This design comes from an exercise in tuning for small area, a short achievable clock period and few clock cycles per item on the open sky130 flow, not from production work.
Function was checked by simulation only, so behaviour that the tests miss may differ from the original.
Power figures rest on the tool's default switching activity, not on a simulated workload.

==> flow/design.v, too long to show whole: its modules and the start of the top module <==
// module fpm: 1060 lines
// module fpm_fa: 4 lines
// module fpm_han: 4 lines
module fpm(
  input clk,
  input rst,
  input [31:0] number_in,
  input number_a_valid,
  output number_a_ready,
  input number_b_valid,
  output number_b_ready,
  output [31:0] number_out,
  output result_valid
);
  // ...
==> flow/run.sh <==
#!/bin/bash
# synth_recipe.tcl (not shown) runs the flow's synth.tcl, then flattens the netlist and writes it again
# the make line also repeats each setting of config.mk as NAME=value (left out here)
make -C /OpenROAD-flow-scripts/flow DESIGN_CONFIG=/design/flow/config.mk WORK_HOME=/design/flow/orfs CLKGATE_MAP_FILE= SYNTH_SCRIPT=/design/flow/synth_recipe.tcl finish
==> flow/config.mk <==
export PLATFORM = sky130hd
export DESIGN_NAME = fpm
export DESIGN_NICKNAME = fpm
export VERILOG_FILES = /design/flow/design.v
export SDC_FILE = /design/flow/constraint.sdc
export NUM_CORES = 4
export LEC_CHECK = 0
export CAP_MARGIN = 20
export CORE_MARGIN = 2
export CORE_UTILIZATION = 40
export CTS_BUF_LIST = sky130_fd_sc_hd__clkbuf_4
export SETUP_SLACK_MARGIN = 5
export SLEW_MARGIN = 20
export SYNTH_HIERARCHICAL = 1
==> flow/constraint.sdc <==
create_clock -name core_clock -period 9.0 [get_ports {clk}]
set_input_delay 1.8000 -clock core_clock [delete_from_list [all_inputs] [get_ports {clk}]]
set_output_delay 1.8000 -clock core_clock [all_outputs]
set_load 0.01 [all_outputs]
==> results.ini, run 1 <==
[outcome]
status = finished clean

[hold_path]
hold_path_depth = 0
min_path_type = reg -> reg

[timing]
setup_ws_ns = 5.15
slew_violations = 0
whs_ns = 0.366
finalCritPeriodShare_pct = 42.7
fin_crit_ns = 3.85

[logic_synthesis]
synth_area_sq_um = 20100
ys_ff_latch = 255
synth_compound_area_share_pct = 8.44
synth_mux_area_share_pct = 4.46

[layout]
final-seq-area_sq_um = 5910
stdcell_count = 2806
nFlopsAndLatches = 255
finalCoreUtilization_pct = 44.8
fin_nets = 2470
antenna_cells = 6

[setup_path]
cp_num_buf_inv = 0
crit_fanout = 15

[clock_tree]
ctsLongestPathBuffers = 3
ctsResizeCount = 2

[power_and_ir_drop]
maxPowerGroup = combinational cells

[floorplanning]
rows = 82
ioPinCount = 71

Testbench counts, summed over its fixed seeds: cycles 6,440, items 3,200.
==> inputs of run 2 (changes only) <==
==> flow/flow/run.sh (new file) <==
#!/bin/bash
set -euo pipefail
bash standard.sh SETUP_SLACK_MARGIN=5.5 "BUFFER_PORTS_ARGS=-buffer_cell sky130_fd_sc_hd__buf_2" finish > standard.log 2>&1
==> flow/standard.sh (new file) <==
#!/bin/bash
# synth_recipe.tcl (not shown) runs the flow's synth.tcl, then flattens the netlist and writes it again
# the make line also repeats each setting of config.mk as NAME=value (left out here)
make -C /OpenROAD-flow-scripts/flow DESIGN_CONFIG=/design/flow/config.mk WORK_HOME=/design/flow/orfs CLKGATE_MAP_FILE= SYNTH_SCRIPT=/design/flow/synth_recipe.tcl "${@:-finish}"
--- a/flow/config.mk
+++ b/flow/config.mk
@@ -9,5 +9,4 @@
 export CORE_MARGIN = 2
 export CORE_UTILIZATION = 40
-export CTS_BUF_LIST = sky130_fd_sc_hd__clkbuf_4
 export SETUP_SLACK_MARGIN = 5
 export SLEW_MARGIN = 20
removed: flow/run.sh
==> run 2 against run 1 <==
Effect of this change:
- still clean
- combinational power increased by 2%
- die area unchanged
- critical path depth increased by 1
- setup slack improved by 0.45 ns
- clock-buffer cell count decreased by 69
- final cell count decreased by 0.71%
- synthesized cell count unchanged
- clock power increased by 15%
- via count decreased by 0.15%
==> results.ini, run 2 <==
[outcome]
status = finished clean

[placement]
portBuffers = 70
post_dp_cell_area_sq_um = 20900
pre_cts_slack_ns = 5.13
globalplace.congestion = 0.870
post-dp-hpwl_um = 38800
dpl.cell_count = 2667

[logic_synthesis]
synth.most_common_cell = nand2_1
yosysTopAreaCell = fa_1
synth_warnings = 7
synth.top_cells.by_count = nand2_1, fa_1, dfxtp_1
synth_top_area_share_pct = 27.2
yosysUniqueCellTypes = 69
synth_edf_count = 80
ys_top_cells_by_area = fa_1, dfxtp_1, edfxtp_1
ys_ff_latch = 255  ; unchanged
synthArstFlopShare_pct = 0
avgSynthCellArea_sq_um = 9.97
syn-num-nets = 2410
syn-instance-count = 2012
yosysSeqAreaShare_pct = 29.4
ys.flop_type = dfxtp_1
synth_area_sq_um = 20100  ; unchanged

[layout]
largestRegisters = tcn x36, tsn x36
antenna_cells = 0  ; -6
stdcell_count = 2786  ; -0.71%
design_area_sq_um = 22800
drive_above_1_share_pct = 14.6
layout_commonest_cell = nand2_1
areaGrowthSynthToFinish_pct = 13.7
fin_nets = 2488  ; +0.73%
most-common-layout-cells = nand2_1, fa_1, dfxtp_1

[global_routing]
grt_pass1_vias = 15800
grt_usage_pct = 21.3
antenna_found_initial = 0
grt.overflow.total = 0
grt_start_max_net_pins = 47
grt_pass1_wl_um = 88000

[setup_path]
endpoint = tcn[23]
r2r_start = vx
crit_arrival_ns = 3.84
critPathLaunch = vx
crit_cells = 7
critPathCaptureType = flip-flop
cp_slowest_stage_delay_ns = 0.56
rr_endpoint = tcn[23]
critPathSlowestCell = dfxtp_4
worstSetupStartpointType = flip-flop
criticalPathCategory = reg -> reg
crit_top_cell = fa_1
worst-r2r-setup-slack_ns = 5.60
crit_fanout = 24  ; +9
cp_top_family = adder cells
required_ns = 9.44
ff2ff_path_depth = 7
cp_num_buf_inv = 0  ; unchanged
cp_cell_sequence = nor2_1 -> a21oi_1 -> fa_1 -> fa_1 -> fa_1 -> fa_1 -> fa_1

[drt]
drc = 0
firstDrtPassIters = 7
route.layer.met1.wl_um = 23300
viasPerCell = 5.41
met3_length_um = 4320
top_layer = met4
ant_nets = 0
routedWlPerCell_um = 19.9
num_vias = 15100
drt_iter0_drc = 1165
route.met2.wl_um = 25900
postRouteWirelength_um = 55500

[timing]
finalCritPeriodShare_pct = 37.8  ; -5.0 points
rsz0062_at_grt = yes
hold_viol = 0
setup_tns_ns = 0
setup_ws_ns = 5.60  ; +0.448 ns
setup_viol = 0
relSlewSlack_pct = 32.4
fin_crit_ns = 3.40  ; -0.448 ns
clock.fmax_mhz = 294
worst_pin_slew_ns = 1.01
clock_skew_ns = 0.0215
slew_violations = 0  ; unchanged

[power_and_ir_drop]
p_clk_share_pct = 13.1
ir_drop_mv = 0.201
p_int_mw = 5.47
switchingPower_mw = 4.48
swShare_pct = 45.1
p_comb_share_pct = 66.5
total_power_mw = 9.95
p_seq_share_pct = 20.4
leakagePower_nw = 9.05
p_per_area_nw_per_um2 = 437

[floorplanning]
die_w_um = 228
die_area_sq_um = 52000
initial_utilization_pct = 40.2
core_sq_um = 49900
rows = 82  ; unchanged
ioPinCount = 71  ; unchanged
die_y_um = 228

[clock_tree]
cts_tree = done
cts_root_buf = clkbuf_16
cts_hold_buf = 0
clk_latency_ns = 0.58
path_clk_slew_ns = 0.06
cts_sinks = 255
h-tree-depth = 1
ctsLongestPathBuffers = 3  ; unchanged
numCtsBuffers = 30

[run]
cap_viol_max_count = 0

[hold_path]
min_path_type = reg -> reg

run 2: through the flow:
step                util [%]  hold WS [ns]
finish                  45.7         0.350
global route            45.7         0.376
CTS                     45.6         0.351
detailed placement      42.0         0.337
global placement        42.0         0.330
floorplan                  -         0.323
run 2: cells by family after synthesis:
group                    share of synthesized area (%)
AND/OR/NAND/NOR                                   15.8
adder cells (fa/ha/maj)                           32.8
buffers and inverters                             4.77
multiplexers                                      4.46
flip-flops                                        29.4
AO/OA/AOI/OAI                                     8.44
XOR/XNOR                                          4.28
run 2: final cells by class:
| class | instances | area, sq um |
|---|---|---|
| Fill cell | 4679 | 27100 |
| Multi-Input combinational cell | 1519 | 13300 |
| Clock buffer | 41 | 873 |
| Sequential cell | 255 | 5910 |
| Timing Repair Buffer | 149 | 1200 |
| Inverter | 135 | 507 |
| Tap cell | 672 | 841 |
| Clock inverter | 15 | 196 |
run 2: how the worst min path moves through the flow:
stage | startpoint | end | slack (ns) | depth (start not counted)
floorplan | s2_s | out[31] | 0.32 | 0
global placement | s2_s | out[31] | 0.33 | 0
detailed placement | s2_s | out[31] | 0.34 | 0
CTS | s2_s | out[31] | 0.35 | 0
global route | s2_s | out[31] | 0.38 | 0
finish | s2_s | out[31] | 0.35 | 0
run 2: what timing repair did:
action,CTS,global route
setup endpoints to repair,80,44
pin swaps,0,1
gates cloned,0,1
resized for setup,6,12
buffers inserted,60,2
run 2: worst reg2reg max path, delay by kind of cell, from the launching register on:
kind	cells	cell delay, ns
adders and majority gates	5	2.36
DFF	1	0.56
AOI/OAI and AO/OA	1	0.22
and+or+nand+nor	1	0.13
run 2: power by group through the flow:
stage,Clock [mW],Combinational [mW],Sequential [mW]
after floorplan,0,4.93,1.89
after global placement,0,6.15,2.09
after detailed placement,0,6.39,2.10
after CTS,1.32,6.55,2.02
after global routing,1.37,7.49,2.07
final,1.30,6.61,2.03
run 2: per-layer routing:
| metal | GRT usage, % | up-vias |
|---|---|---|
| met5 | 0 | - |
| met4 | 7.29 | 0 |
| met3 | 4.19 | 151 |
| met2 | 35.5 | 651 |
| met1 | 27.8 | 7454 |
| li1 | - | 6821 |
run 2: per-module statistics from Yosys, one instance, submodules excluded:
module / copies in the design / cells / cell area [sq um] / flip-flops and latches
fpm: 1 / 1689 / 14500 / 255
fpm_fa: 263 / 1 / 20.0 / 0
fpm_han: 12 / 5 / 27.5 / 0
==> inputs of run 3 (changes only) <==
==> flow/flow/run.sh (replaced) <==
#!/bin/bash
set -euo pipefail
bash standard.sh SETUP_SLACK_MARGIN=5.5 "BUFFER_PORTS_ARGS=-buffer_cell sky130_fd_sc_hd__buf_2" "CTS_ARGS=-sink_clustering_enable -repair_clock_nets -dont_use_dummy_load" finish > standard.log 2>&1
==> run 3 against run 2 <==
Effect of this change:
- still clean on timing, DRC and antenna
- clock-buffer cell count is 11 lower
- non-clock buffer count grew 2
- sequential power about the same
- global-route usage is essentially flat
- hold slack got worse by 0.0023 ns
- routed wire length shrank 0.23%
- fmax down 0.68%
- combinational power about the same
- sequential share of layout area is 0.34 points higher
- largest cell class unchanged
==> results.ini, run 3 <==
[power_and_ir_drop]
p_comb_share_pct = 68.4  ; +1.9 points
ir_drop_mv = 0.202  ; +0.41%
p_seq_share_pct = 21.0  ; +0.6 points
leakagePower_nw = 8.91  ; -1.6%
swShare_pct = 45.7  ; +0.66 points
switchingPower_mw = 4.43  ; -1.3%
p_clk_share_pct = 10.5  ; -2.6 points
p_per_area_nw_per_um2 = 430  ; -1.4%
p_int_mw = 5.26  ; -3.9%

[clock_tree]
path_clk_slew_ns = 0.06  ; about the same
cts_tree = done
ctsLongestPathBuffers = 3  ; unchanged
cts_sinks = 255  ; unchanged
h-tree-depth = 1  ; unchanged
cts_hold_buf = 0  ; unchanged
clk_latency_ns = 0.58  ; about the same
cts_root_buf = clkbuf_16
numCtsBuffers = 30  ; unchanged

[logic_synthesis]
avgSynthCellArea_sq_um = 9.97  ; unchanged
syn-num-nets = 2410  ; unchanged
synth.top_cells.by_count = nand2_1, fa_1, dfxtp_1
yosysSeqAreaShare_pct = 29.4  ; unchanged
syn-instance-count = 2012  ; unchanged
yosysTopAreaCell = fa_1
synth.most_common_cell = nand2_1
synth_edf_count = 80  ; unchanged
ys_ff_latch = 255  ; unchanged
yosysUniqueCellTypes = 69  ; unchanged
synth_warnings = 7  ; unchanged
synth_top_area_share_pct = 27.2  ; unchanged
ys_top_cells_by_area = fa_1, dfxtp_1, edfxtp_1
synth_area_sq_um = 20100  ; unchanged
ys.flop_type = dfxtp_1
synthArstFlopShare_pct = 0  ; unchanged

[setup_path]
cp_top_family = adder cells
crit_cells = 7  ; unchanged
cp_slowest_stage_delay_ns = 0.57  ; about the same
crit_top_cell = fa_1
cp_cell_sequence = nor2_1 -> a21oi_1 -> fa_1 -> fa_1 -> fa_1 -> fa_1 -> fa_1
worstSetupStartpointType = flip-flop
required_ns = 9.42  ; -0.02 ns
ff2ff_path_depth = 7  ; unchanged
critPathCaptureType = flip-flop
rr_endpoint = tcn[20]
critPathLaunch = vx
crit_arrival_ns = 3.84  ; about the same
cp_num_buf_inv = 0  ; unchanged
worst-r2r-setup-slack_ns = 5.58  ; -0.02 ns
criticalPathCategory = reg -> reg
r2r_start = vx
crit_fanout = 24  ; unchanged
critPathSlowestCell = dfxtp_4

[floorplanning]
core_sq_um = 49900  ; unchanged
rows = 82  ; unchanged
initial_utilization_pct = 40.2  ; unchanged
die_y_um = 228  ; unchanged
die_w_um = 228  ; unchanged
ioPinCount = 71  ; unchanged
die_area_sq_um = 52000  ; unchanged

[drt]
drc = 0  ; unchanged
viasPerCell = 5.44  ; +0.43%
postRouteWirelength_um = 55400  ; -0.23%
drt_iter0_drc = 1157  ; -0.69%
firstDrtPassIters = 5  ; -2
num_vias = 15000  ; -0.43%
ant_nets = 0  ; unchanged
routedWlPerCell_um = 20.0  ; +0.64%

[placement]
pre_cts_slack_ns = 5.13  ; unchanged
portBuffers = 70  ; unchanged
globalplace.congestion = 0.870  ; unchanged
post-dp-hpwl_um = 38800  ; unchanged

[layout]
finalCoreUtilization_pct = 45.1  ; -0.59 points
layout_commonest_cell = nand2_1
most-common-layout-cells = nand2_1, fa_1, dfxtp_1
areaGrowthSynthToFinish_pct = 12.2
largestRegisters = tcn x36, tsn x36
fin_nets = 2490  ; +0.080%
drive_above_1_share_pct = 13.8  ; -0.74 points
antenna_cells = 0  ; unchanged

[hold_path]
hold_path_startpoint = s2_s
min_path_type = reg -> reg
hold_path_depth = 0  ; unchanged
holdPathEnd = out[31]

[global_routing]
grt_start_max_net_pins = 47  ; unchanged
grt.overflow.total = 0  ; unchanged
grt_pass1_wl_um = 87900  ; -0.19%
grt_usage_pct = 21.3  ; -0.042 points
grt_pass1_vias = 15800  ; -0.22%
antenna_found_initial = 0  ; unchanged

[timing]
setup_ws_ns = 5.58  ; -0.0232 ns
setup_tns_ns = 0  ; unchanged
rsz0062_at_grt = yes
hold_viol = 0  ; unchanged
worst_pin_slew_ns = 1.02  ; +0.00990 ns
clock.fmax_mhz = 292  ; -0.68%
clock_skew_ns = 0.0420  ; +0.0205 ns
finalCritPeriodShare_pct = 38.0  ; +0.26 points
relSlewSlack_pct = 31.7  ; -0.66 points
fin_crit_ns = 3.42  ; +0.0232 ns
slew_violations = 0  ; unchanged
setup_viol = 0  ; unchanged

[outcome]
status = finished clean

[run]
cap_viol_max_count = 0  ; unchanged

-- run 3: cell types whose count changed in the layout (fill, tap and decap cells not counted) --
cell and change:
clkbuf_8 -6, inv_4 -1, clkinvlp_4 -1, buf_12 +1, clkinv_1 -1, clkinv_4 -3, buf_4 +2, clkbuf_16 -1
inv_6 -2, bufinv_16 -4, clkbuf_1 -4, buf_6 -1, clkinv_2 -3
-- run 3: worst max-delay path by stage --
stage,end
after detailed placement,tcn[11]
after CTS,tcn[11]
after floorplan,tcn[15]
final,tcn[20]
after global placement,tcn[9]
after global routing,tcn[23]
-- run 3: repair_timing --
item	4_1_cts	5_1_grt
endpoints found under the setup margin	80	44
gates resized for setup	6	11
cloned	0	1
buffers inserted	62	2
pin swaps	0	1
-- run 3: power by group through the flow --
stage               clock [mW]  combinational (mW)  sequential [mW]
finish                    1.02                6.63             2.04
global route              1.08                7.48             2.07
CTS                       1.04                6.54             2.02
detailed placement           0                6.39             2.10
global placement             0                6.15             2.09
floorplan                    0                4.93             1.89
-- run 3: kinds of logic after synthesis --
kind of cell	after synthesis	synth area share, %
buf+inv	239	4.77
mux	82	4.46
flops	255	29.4
simple gates	706	15.8
xor+xnor	98	4.28
fa+ha+maj	362	32.8
compound gates	270	8.44
-- run 3: final cells by class --
cell class	instances	area (sq um)
Sequential cell	255	5910
Clock buffer	30	751
Inverter	135	507
Fill cell	4692	27400
Multi-Input combinational cell	1519	13300
Tap cell	672	841
Timing Repair Buffer	151	1220
-- run 3: through the flow --
stage	hold WS [ns]	std cells	instance area, sq um	power, mW
2_1_floorplan	0.323	2012	20100	6.82
3_3_place_gp	0.330	2667	20900	8.25
3_5_place_dp	0.337	2667	20900	8.48
4_1_cts	0.349	2759	22400	9.60
5_1_grt	0.374	2762	22500	10.6
6_report	0.348	2762	22500	9.68
-- run 3: per-module statistics from Yosys, one instance, submodules excluded --
| module | copies in the design | cell area [sq um] | flip-flops and latches |
|---|---|---|---|
| fpm_han | 12 | 27.5 | 0 |
| fpm | 1 | 14500 | 255 |
| fpm_fa | 263 | 20.0 | 0 |
-- run 3: routing by layer --
| layer | vias up | global-route usage [%] | part of all wire, % |
|---|---|---|---|
| met3 | 135 | 4.13 | 6.9 |
| met1 | 7486 | 27.8 | 43 |
| met2 | 594 | 35.7 | 47 |
| li1 | 6797 | - | - |
| met5 | - | 0 | 0 |
| met4 | 0 | 6.74 | 3.1 |
==> inputs of run 4 (changes only) <==
==> flow/flow/run.sh (replaced) <==
#!/bin/bash
set -euo pipefail
bash standard.sh SETUP_SLACK_MARGIN=5.8 BUFFER_PORTS_ARGS=-buffer_cell\ sky130_fd_sc_hd__buf_2 CTS_ARGS=-sink_clustering_enable\ -repair_clock_nets\ -dont_use_dummy_load\ -buf_list\ sky130_fd_sc_hd__clkbuf_8\ -sink_clustering_size\ 25 finish > standard.log 2>&1
==> run 4 against run 3 <==
Effect of this change:
- total power up 12%
- routed wire length is 11% higher
- via count increased by 5.1%
- register-to-register slack gained 0.09 ns
==> results.ini, run 4 <==
[timing]
worst_pin_slew_ns = 0.699  ; -0.323 ns
fin_crit_ns = 3.33  ; -0.0921 ns
rsz0062_at_grt = yes
hold_viol = 0  ; unchanged
finalCritPeriodShare_pct = 37.0  ; -1.0 points
setup_viol = 0  ; unchanged
relSlewSlack_pct = 53.0  ; +21 points
clock_skew_ns = 0.0695  ; +0.0276 ns
slew_violations = 0  ; unchanged
setup_tns_ns = 0  ; unchanged
clock.fmax_mhz = 300  ; +2.8%

[logic_synthesis]
synth.most_common_cell = nand2_1
synth_mux_area_share_pct = 4.46  ; unchanged
synth.top_cells.by_count = nand2_1, fa_1, dfxtp_1
synth-xor-area-share_pct = 4.28  ; unchanged
synthSimpleGateAreaFrac_pct = 15.8  ; unchanged
syn-instance-count = 2012  ; unchanged
synth_edf_count = 80  ; unchanged
avgSynthCellArea_sq_um = 9.97  ; unchanged
synth_area_sq_um = 20100  ; unchanged
synth_compound_area_share_pct = 8.44  ; unchanged
ys_ff_latch = 255  ; unchanged
yosys.area_share.adder_pct = 32.8  ; unchanged
yosysSeqAreaShare_pct = 29.4  ; unchanged
synth_warnings = 7  ; unchanged
synth_top_area_share_pct = 27.2  ; unchanged
ys.flop_type = dfxtp_1
yosysTopAreaCell = fa_1
synthArstFlopShare_pct = 0  ; unchanged
ys_top_cells_by_area = fa_1, dfxtp_1, edfxtp_1
synth_top_family_by_area = adder cells
syn-num-nets = 2410  ; unchanged
yosysUniqueCellTypes = 69  ; unchanged

[setup_path]
worst-r2r-setup-slack_ns = 5.67  ; +0.09 ns
critPathCaptureType = flip-flop
cp_top_family = adder cells
crit_fanout = 13  ; -46%
cp_slowest_stage_delay_ns = 0.55  ; -0.02 ns
r2r_start = rb[6]
ff2ff_path_depth = 8  ; +1
cp_cell_sequence = buf_12 -> buf_4 -> a21oi_2 -> fa_1 -> fa_2 -> fa_2 -> fa_2 -> fa_1
required_ns = 9.47  ; +0.05 ns
crit_top_cell = fa_2
worstSetupStartpointType = flip-flop
critPathSlowestCell = fa_2
cp_num_buf_inv = 2  ; +2
criticalPathCategory = reg -> reg
crit_arrival_ns = 3.79  ; -0.05 ns
rr_endpoint = tcn[19]

[drt]
viasPerCell = 5.46  ; +0.54%
routedWlPerCell_um = 21.3  ; +6.2%
drt_iter0_drc = 1173  ; +1.4%
drc = 0  ; unchanged
firstDrtPassIters = 7  ; +2
postRouteWirelength_um = 61500  ; +11%
ant_nets = 0  ; unchanged
num_vias = 15800  ; +5.1%

[global_routing]
grt_pass1_vias = 16000  ; +1.5%
grt_start_max_net_pins = 49  ; +4.3%
antenna_found_initial = 2  ; +2
grt_usage_pct = 22.5  ; +1.2 points
grt_pass1_wl_um = 91000  ; +3.6%
grt.overflow.total = 0  ; unchanged

[hold_path]
hold_path_startpoint = s2_s
min_path_type = reg -> reg
hold_path_depth = 0  ; unchanged
holdPathEnd = out[31]

[layout]
largestRegisters = tcn x36, tsn x36
drive_above_1_share_pct = 29.9  ; +16 points
design_area_sq_um = 24900  ; +11%
layout_commonest_cell = nand2_1
areaGrowthSynthToFinish_pct = 24.2
most-common-layout-cells = nand2_1, dfxtp_1, fa_2
fin_nets = 2614  ; +5.0%
n_fill_cell = 4476  ; -4.6%

[floorplanning]
ioPinCount = 71  ; unchanged
initial_utilization_pct = 40.2  ; unchanged
die_area_sq_um = 52000  ; unchanged
rows = 82  ; unchanged
die_y_um = 228  ; unchanged
core_sq_um = 49900  ; unchanged
die_w_um = 228  ; unchanged

[clock_tree]
cts_tree = done
ctsLongestPathBuffers = 3  ; unchanged
cts_root_buf = clkbuf_8
cts_sinks = 255  ; unchanged
cts_hold_buf = 0  ; unchanged
path_clk_slew_ns = 0.06  ; about the same
numCtsBuffers = 47  ; +57%
h-tree-depth = 2  ; +1
clk_latency_ns = 0.64  ; +0.06 ns

[placement]
globalplace.congestion = 0.876  ; +0.77%
post-dp-hpwl_um = 39100  ; +0.67%
portBuffers = 70  ; unchanged
post_dp_cell_area_sq_um = 21100  ; +0.79%

[power_and_ir_drop]
ir_drop_mv = 0.201  ; -0.30%
p_per_area_nw_per_um2 = 436  ; +1.2%
leakagePower_nw = 9.76  ; +9.5%

[outcome]
status = finished clean

[run]
cap_viol_max_count = 0  ; unchanged

## run 4: changes by cell type in the layout (fill, tap and decap cells not counted), moves of 32 or more
cell | before | now
a21oi_1 | 105 | 64
fa_2 | 0 | 140
clkbuf_8 | 0 | 47
buf_12 | 19 | 56
buf_4 | 56 | 95
a21oi_2 | 1 | 33
fa_1 | 273 | 133
## run 4: logic make-up after synthesis
kind of cell	after synthesis
AND/OR/NAND/NOR	706
multiplexers	82
AO/OA/AOI/OAI	270
buffers and inverters	239
XOR/XNOR	98
flip-flops	255
adder cells (fa/ha/maj)	362
## run 4: per-module statistics from Yosys (local to each module, per instance)
module,flops+latches,times used,cells
fpm_fa,0,263,1
fpm_han,0,12,5
fpm,255,1,1689
## run 4: worst max-delay path by stage
stage,startpoint,endpoint,slack (ns),cells after the start
floorplan,vx,tcn[22],5.76,9
global placement,mm[5],tcn[19],5.00,6
detailed placement,mm[4],tcn[19],5.05,6
CTS,rb[6],tcn[19],5.67,8
global route,rb[7],tcn[20],5.62,8
finish,rb[6],tcn[19],5.67,8
## run 4: layout make-up
class                      instances  area, sq um  share of cell area [%]
tap                              672          841                    3.38
clock buffer                      47          647                    2.60
multi-input combinational       1519        14100                    56.7
antenna                            2         5.00                  0.0201
sequential                       255         5960                    23.9
timing repair buffer             258         2830                    11.3
inverter                         135          507                    2.03
## run 4: stage by stage
stage / worst slack (ns) / utilization [%] / std cells / power [mW] / hold WS, ns
floorplan: 5.76 / - / 2012 / 6.92 / 0.323
CTS: 5.67 / 47.2 / 2818 / 9.94 / 0.364
global route: 5.62 / 50.0 / 2888 / 11.8 / 0.374
finish: 5.67 / 50.0 / 2888 / 10.8 / 0.361
detailed placement: 5.05 / 42.3 / 2663 / 8.62 / 0.351
global placement: 5.00 / 42.3 / 2663 / 8.31 / 0.334
## run 4: report_power, final
part | switching, mW | internal [mW]
Sequential | 0.373 | 1.70
Combinational | 4.04 | 3.84
Clock | 0.442 | 0.456
Total | 4.86 | 5.99
## run 4: metal layers
metal	wire length [um]	up-vias	track usage, %	share of wire, %
met5	0	-	0	0
met4	3030	0	10.8	4.9
met3	5180	215	5.08	8.4
met2	28600	784	36.4	47
met1	24600	7740	28.5	40
li1	-	7042	-	-
## run 4: what timing repair did
| action | CTS | global route |
|---|---|---|
| setup endpoints to repair | 97 | 92 |
| setup buffers | 101 | 60 |
| gates cloned | 7 | 8 |
| gates resized for setup | 106 | 180 |
| pin swaps | 14 | 119 |
==> inputs of run 5 (changes only) <==
==> flow/flow/run.sh (replaced) <==
#!/bin/bash
set -euo pipefail
bash standard.sh SETUP_SLACK_MARGIN=5.5 "BUFFER_PORTS_ARGS=-buffer_cell sky130_fd_sc_hd__buf_2" "CTS_ARGS=-sink_clustering_enable -repair_clock_nets -dont_use_dummy_load -buf_list sky130_fd_sc_hd__clkbuf_8 -sink_clustering_size 25" finish > standard.log 2>&1
==> run 5 against run 4 <==
Effect of this change:
- clock power down 2%
- synthesized area unchanged
- non-clock buffer count down 107
- total power down 12%
- register-to-register slack worse by 0.08 ns
- routed wire length down 9.9%
- design area down 10%
- critical endpoint is now tcn[29]
- highest routed layer unchanged
==> results.ini, run 5 <==
[floorplanning]
die_y_um = 228  ; unchanged
core_sq_um = 49900  ; unchanged
initial_utilization_pct = 40.2  ; unchanged
rows = 82  ; unchanged
die_area_sq_um = 52000  ; unchanged
die_w_um = 228  ; unchanged
ioPinCount = 71  ; unchanged

[drt]
num_vias = 15100  ; -4.3%
met3_length_um = 4270  ; -17%
routedWlPerCell_um = 20.0  ; -6.3%
top_layer = met4
drt_iter0_drc = 1157  ; -1.4%
firstDrtPassIters = 8  ; +1
route.layer.met1.wl_um = 23400  ; -4.8%
viasPerCell = 5.44  ; -0.49%
drc = 0  ; unchanged
ant_nets = 0  ; unchanged
route.met2.wl_um = 25900  ; -9.6%
postRouteWirelength_um = 55400  ; -9.9%

[layout]
antenna_cells = 0  ; -2
n_fill_cell = 4716  ; +5.4%
areaGrowthSynthToFinish_pct = 11.7
layout_commonest_cell = nand2_1
design_area_sq_um = 22400  ; -10%
drive_above_1_share_pct = 14.4  ; -16 points
largestRegisters = tcn x36, tsn x36
most-common-layout-cells = nand2_1, fa_1, dfxtp_1
fin_nets = 2505  ; -4.2%

[logic_synthesis]
synth.top_cells.by_count = nand2_1, fa_1, dfxtp_1
ys.flop_type = dfxtp_1
synthArstFlopShare_pct = 0  ; unchanged
syn-num-nets = 2410  ; unchanged
synth.most_common_cell = nand2_1
yosysTopAreaCell = fa_1
synth_warnings = 7  ; unchanged
ys_ff_latch = 255  ; unchanged
synth_area_sq_um = 20100  ; unchanged
ys_top_cells_by_area = fa_1, dfxtp_1, edfxtp_1
synth_top_area_share_pct = 27.2  ; unchanged
synth_edf_count = 80  ; unchanged
avgSynthCellArea_sq_um = 9.97  ; unchanged
yosysUniqueCellTypes = 69  ; unchanged
syn-instance-count = 2012  ; unchanged
yosysSeqAreaShare_pct = 29.4  ; unchanged

[setup_path]
crit_top_cell = fa_1
cp_slowest_stage_delay_ns = 0.58  ; +0.03 ns
cp_cell_sequence = buf_6 -> nand2_1 -> fa_1 -> fa_1 -> fa_1 -> fa_1 -> fa_1
critPathCaptureType = flip-flop
crit_fanout = 24  ; +11
required_ns = 9.38  ; -0.09 ns
criticalPathCategory = reg -> reg
worstSetupStartpointType = flip-flop
crit_arrival_ns = 3.79  ; about the same
cp_num_buf_inv = 1  ; -1
critPathSlowestCell = fa_1
cp_top_family = adder cells

[placement]
globalplace.congestion = 0.870  ; -0.76%
portBuffers = 70  ; unchanged
post-dp-hpwl_um = 38800  ; -0.66%
post_dp_cell_area_sq_um = 20900  ; -0.79%

[clock_tree]
numCtsBuffers = 45  ; -4.3%
path_clk_slew_ns = 0.05  ; about the same
h-tree-depth = 2  ; unchanged
cts_sinks = 255  ; unchanged
ctsLongestPathBuffers = 3  ; unchanged
cts_root_buf = clkbuf_8
cts_hold_buf = 0  ; unchanged
clk_latency_ns = 0.59  ; -0.05 ns
cts_tree = done

[global_routing]
grt_pass1_wl_um = 88100  ; -3.2%
grt_start_max_net_pins = 47  ; -4.1%
grt_pass1_vias = 15900  ; -1.0%
grt_usage_pct = 21.4  ; -1.1 points
antenna_found_initial = 0  ; -2
grt.overflow.total = 0  ; unchanged

[run]
cap_viol_max_count = 0  ; unchanged

[hold_path]
min_path_type = reg -> reg

[timing]
fin_crit_ns = 3.41  ; +0.0804 ns
slew_violations = 0  ; unchanged
clock_skew_ns = 0.0740  ; +0.00448 ns
setup_tns_ns = 0  ; unchanged
worst_pin_slew_ns = 1.00  ; +0.303 ns
clock.fmax_mhz = 293  ; -2.4%
finalCritPeriodShare_pct = 37.9  ; +0.89 points
setup_viol = 0  ; unchanged
relSlewSlack_pct = 33.1  ; -20 points
rsz0062_at_grt = no
hold_viol = 0  ; unchanged

[power_and_ir_drop]
leakagePower_nw = 8.87  ; -9.1%
p_per_area_nw_per_um2 = 425  ; -2.3%
ir_drop_mv = 0.186  ; -7.6%

[outcome]
status = finished clean

==> run 5: cell counts after synthesis <==
Identical to the previous run, type by type.
==> run 5: logic make-up after synthesis <==
kind of cell             Yosys count  share of synthesized area, %
AO/OA/AOI/OAI                    270                          8.44
XOR/XNOR                          98                          4.28
adder cells (fa/ha/maj)          362                          32.8
buffers and inverters            239                          4.77
flip-flops                       255                          29.4
multiplexers                      82                          4.46
AND/OR/NAND/NOR                  706                          15.8
==> run 5: repair_timing <==
| item | CTS | global route |
|---|---|---|
| buffers inserted | 60 | 4 |
| pin swaps | 0 | 1 |
| gates resized for setup | 8 | 17 |
| cloned | 0 | 1 |
| endpoints found under the setup margin | 79 | 58 |
==> run 5: worst paths after layout <==
path                            slack (ns)  cells after the start   from      end
worst max-delay path                  5.59                      7  mm[4]  tcn[29]
worst min-delay path                  0.35                      0   s2_s  out[31]
worst max register to register        5.59                      7  mm[4]  tcn[29]
worst min register to register        0.35                      0   s2_s  out[31]
==> run 5: report_power, final <==
group | switching [mW] | leakage (nW) | total, mW | internal (mW)
combinational | 3.62 | 6.32 | 6.62 | 2.99
sequential | 0.349 | 2.23 | 2.04 | 1.69
clock | 0.441 | 0.324 | 0.880 | 0.439
total | 4.41 | 8.87 | 9.53 | 5.12
==> run 5: per-layer routing <==
metal	GRT usage [%]	vias up
li1	-	6813
met1	27.9	7513
met2	35.6	623
met3	4.29	151
met4	7.07	0
met5	0	-
==> run 5: final cells by class <==
cell class / instances / area, sq um / share of cell area [%]
sequential: 255 / 5910 / 26.4
timing repair buffer: 151 / 1260 / 5.62
multi-input combinational: 1519 / 13300 / 59.2
inverter: 135 / 507 / 2.26
tap: 672 / 841 / 3.75
clock buffer: 45 / 619 / 2.76
==> run 5: stage by stage <==
stage | utilization, % | power, mW | worst slack (ns) | hold WS, ns | cells
final | 44.9 | 9.53 | 5.59 | 0.349 | 2777
after global routing | 44.9 | 10.5 | 5.49 | 0.377 | 2777
after CTS | 44.7 | 9.47 | 5.51 | 0.350 | 2772
after detailed placement | 42.0 | 8.48 | 5.13 | 0.337 | 2667
after global placement | 42.0 | 8.25 | 5.17 | 0.330 | 2667
after floorplan | - | 6.82 | 5.54 | 0.323 | 2012
==> run 5: per-module statistics from Yosys (local to each module, per instance) <==
module   copies in the design  cell area (sq um)  flip-flops and latches
fpm                         1              14500                     255
fpm_fa                    263               20.0                       0
fpm_han                    12               27.5                       0
==> inputs of run 6 (changes only) <==
==> flow/flow/run.sh (replaced) <==
#!/bin/bash
set -euo pipefail
bash standard.sh SETUP_SLACK_MARGIN=5.5 BUFFER_PORTS_ARGS=-buffer_cell\ sky130_fd_sc_hd__buf_2 CTS_ARGS=-sink_clustering_enable\ -repair_clock_nets\ -dont_use_dummy_load\ -buf_list\ sky130_fd_sc_hd__clkbuf_8\ -sink_clustering_size\ 25 finish > standard.log 2>&1
--- a/flow/config.mk
+++ b/flow/config.mk
@@ -8,5 +8,6 @@
 export CAP_MARGIN = 20
 export CORE_MARGIN = 2
-export CORE_UTILIZATION = 40
+export CORE_UTILIZATION = 65
+export PLACE_DENSITY = 0.75
 export SETUP_SLACK_MARGIN = 5
 export SLEW_MARGIN = 20
==> run 6 against run 5 <==
Effect of this change:
- die area fell by 38%
- critical endpoint is now tcn[12]
- critical path type unchanged
- combinational power about the same
- final cell count shrank 10%
- flip-flop and latch count stayed put
- hold slack lost 0.0099 ns
- synthesized cell count unchanged
- design area is 2.1% lower
- fmax shrank 1.9%
==> results.ini, run 6 <==
[outcome]
status = finished clean

[timing]
whs_ns = 0.339  ; -0.00988 ns
fin_crit_ns = 3.47  ; +0.0644 ns
rsz0062_at_grt = yes
hold_viol = 0  ; unchanged
setup_tns_ns = 0  ; unchanged
setup_viol = 0  ; unchanged
slew_violations = 0  ; unchanged
clock_skew_ns = 0.0827  ; +0.00865 ns
clock.fmax_mhz = 288  ; -1.9%
finalCritPeriodShare_pct = 38.6  ; +0.72 points
worst_pin_slew_ns = 1.04  ; +0.0419 ns
relSlewSlack_pct = 30.3  ; -2.8 points

[setup_path]
worstSetupStartpointType = flip-flop
crit_fanout = 24  ; unchanged
critPathSlowestCell = fa_1
cp_cell_sequence = buf_4 -> a21oi_1 -> fa_1 -> fa_1 -> fa_1 -> fa_1 -> fa_1
required_ns = 9.39  ; about the same
criticalPathCategory = reg -> reg
cp_slowest_stage_delay_ns = 0.61  ; +0.03 ns
crit_top_cell = fa_1
critPathCaptureType = flip-flop
worst-r2r-setup-slack_ns = 5.53  ; -0.06 ns
crit_arrival_ns = 3.87  ; +0.08 ns

[placement]
post_dp_cell_area_sq_um = 20600  ; -1.6%
post-dp-hpwl_um = 37200  ; -4.1%
dpl.cell_count = 2391  ; -10%
portBuffers = 70  ; unchanged
globalplace.congestion = 0.927  ; +6.5%

[power_and_ir_drop]
p_per_area_nw_per_um2 = 434  ; +2.0%
leakagePower_nw = 8.79  ; -0.88%
ir_drop_mv = 0.231  ; +25%
switchingPower_mw = 4.40  ; -0.36%
p_comb_share_pct = 69.3  ; about the same
total_power_mw = 9.52  ; -0.17%
p_clk_share_pct = 9.1  ; about the same
p_seq_share_pct = 21.6  ; +0.2 points
swShare_pct = 46.2  ; -0.085 points
p_int_mw = 5.12  ; about the same

[clock_tree]
path_clk_slew_ns = 0.05  ; about the same
cts_tree = done
h-tree-depth = 2  ; unchanged
cts_sinks = 255  ; unchanged
ctsLongestPathBuffers = 3  ; unchanged
cts_root_buf = clkbuf_8
clk_latency_ns = 0.59  ; about the same
numCtsBuffers = 45  ; unchanged

[layout]
layout_commonest_cell = nand2_1
stdcell_count = 2490  ; -10%
areaGrowthSynthToFinish_pct = 9.33
drive_above_1_share_pct = 14.1  ; -0.30 points
design_area_sq_um = 21900  ; -2.1%
final-seq-area_sq_um = 5920  ; +0.15%
multiInputGateArea_sq_um = 13300  ; about the same
largestRegisters = tcn x36, tsn x36
fin_nets = 2493  ; -0.48%
n_fill_cell = 2220  ; -53%
most-common-layout-cells = nand2_1, fa_1, dfxtp_1

[floorplanning]
core_sq_um = 30500  ; -39%
die_area_sq_um = 32300  ; -38%
initial_utilization_pct = 65.7  ; +26 points
ioPinCount = 71  ; unchanged
rows = 64  ; -22%
die_y_um = 180  ; -21%
die_w_um = 180  ; -21%

[logic_synthesis]
synthArstFlopShare_pct = 0  ; unchanged
synth_area_sq_um = 20100  ; unchanged
syn-num-nets = 2410  ; unchanged
ys.flop_type = dfxtp_1
ys_ff_latch = 255  ; unchanged
syn-instance-count = 2012  ; unchanged
yosysSeqAreaShare_pct = 29.4  ; unchanged
synth.top_cells.by_count = nand2_1, fa_1, dfxtp_1
yosysUniqueCellTypes = 69  ; unchanged
synth_top_area_share_pct = 27.2  ; unchanged
ys_top_cells_by_area = fa_1, dfxtp_1, edfxtp_1
synth.most_common_cell = nand2_1
yosysTopAreaCell = fa_1
synth_warnings = 7  ; unchanged
avgSynthCellArea_sq_um = 9.97  ; unchanged
synth_edf_count = 80  ; unchanged

[hold_path]
min_path_type = reg -> reg

[drt]
num_vias = 15300  ; +1.2%
firstDrtPassIters = 5  ; -3
viasPerCell = 6.14  ; +13%
ant_nets = 0  ; unchanged
postRouteWirelength_um = 53600  ; -3.2%
routedWlPerCell_um = 21.5  ; +8.0%
drt_iter0_drc = 1388  ; +20%
drc = 0  ; unchanged

[global_routing]
grt_usage_pct = 33.6  ; +12 points
grt_pass1_wl_um = 85700  ; -2.7%
grt.overflow.total = 0  ; unchanged
grt_pass1_vias = 16200  ; +2.1%
grt_start_max_net_pins = 44  ; -6.4%
antenna_found_initial = 1  ; +1

[run]
cap_viol_max_count = 0  ; unchanged

## run 6: cell counts after synthesis
No cell type changed its count.
## run 6: area by class of cell
cell class / instances / share of cell area (%)
multi-input combinational: 1519 / 60.5
tap: 396 / 2.26
sequential: 255 / 27.0
timing repair buffer: 139 / 5.05
inverter: 135 / 2.31
clock buffer: 45 / 2.82
antenna: 1 / 0.0114
## run 6: per-module statistics from Yosys (local to each module, per instance)
| module | area, sq um | flip-flops and latches | copies in the design | cells |
|---|---|---|---|---|
| fpm | 14500 | 255 | 1 | 1689 |
| fpm_han | 27.5 | 0 | 12 | 5 |
| fpm_fa | 20.0 | 0 | 263 | 1 |
## run 6: what timing repair did
| item | CTS | global route |
|---|---|---|
| cloned | 0 | 1 |
| gates resized for setup | 10 | 11 |
| endpoints found under the setup margin | 78 | 87 |
| pin swaps | 0 | 1 |
| hold buffers | 0 | 0 |
| setup buffers | 48 | 4 |
## run 6: cell families (layout without fill, tap and decap cells)
family	count (synthesis)	count (layout)	synth area share, %
buffers and inverters	239	319	4.77
other	0	1	0
XOR/XNOR	98	98	4.28
AND/OR/NAND/NOR	706	707	15.8
flip-flops	255	255	29.4
multiplexers	82	82	4.46
adder cells (fa/ha/maj)	362	362	32.8
AO/OA/AOI/OAI	270	270	8.44
## run 6: critical path, delay by kind of cell, from the launching register on
kind	cells	cell delay [ns]
adders and majority gates	5	2.49
buffers and inverters	1	0.35
DFF	1	0.31
AOI/OAI and AO/OA	1	0.18
## run 6: worst paths after layout
check,start,endpoint,cells past startpoint
setup / recovery,mm[11],tcn[12],7
hold / removal,s2_s,out[31],0
setup reg to reg,mm[11],tcn[12],7
hold reg to reg,s2_s,out[31],0
## run 6: routing by layer
layer / GRT usage [%] / vias to the layer above / routed length, um
li1: - / 6794 / -
met1: 43.7 / 7431 / 20900
met2: 54.9 / 843 / 25200
met3: 5.92 / 216 / 4820
met4: 16.1 / 0 / 2770
met5: 0.296 / - / 0
## run 6: through the flow
step	setup slack [ns]	util [%]
floorplan	5.54	-
global placement	5.20	67.5
detailed placement	5.09	67.5
CTS	5.50	71.5
global route	5.47	71.9
finish	5.53	71.9
## run 6: power by group through the flow
stage / Clock [mW] / Combinational (mW) / Sequential [mW]
after floorplan: 0 / 4.93 / 1.89
after detailed placement: 0 / 6.32 / 2.10
after global placement: 0 / 6.00 / 2.10
after CTS: 0.879 / 6.45 / 2.04
after global routing: 0.926 / 7.39 / 2.08
final: 0.865 / 6.59 / 2.06

-- separate check: timing with driven ports --
No port has a modelled driver above. Below, the same layouts with a new extraction and two added sets of constraints. Step 1, drivers: a clkbuf_16 drives clk and a buf_2 each remaining input, both assumed. Step 2 also shifts input and output timing later by t, the mid clock arrival at the registers, as if the neighbouring blocks saw the same clock. a / b / c = ideal ports / drivers / drivers and shift; a / b = the first two.
| run | shift t [ns] | slack for setup (ns) | worst hold slack (ns) |
|---|---|---|---|
| run 1 | 0.828 | 5.154 / 5.154 / 5.110 | 0.366 / 0.366 / 0.366 |
| run 2 | 0.618 | 5.602 / 5.602 / 5.527 | 0.350 / 0.350 / 0.350 |
| run 3 | 0.609 | 5.579 / 5.579 / 5.483 | 0.348 / 0.348 / 0.348 |
| run 4 | 0.657 | 5.671 / 5.671 / 5.372 | 0.361 / 0.361 / 0.361 |
| run 5 | 0.599 | 5.590 / 5.590 / 5.555 | 0.349 / 0.349 / 0.349 |
| run 6 | 0.598 | 5.526 / 5.526 / 5.525 | 0.339 / 0.339 / 0.339 |
After both steps every run listed still meets setup and hold. The setup slack of run 4, which loses most, moves by 0.000 ns with the drivers and by -0.299 ns with both steps.
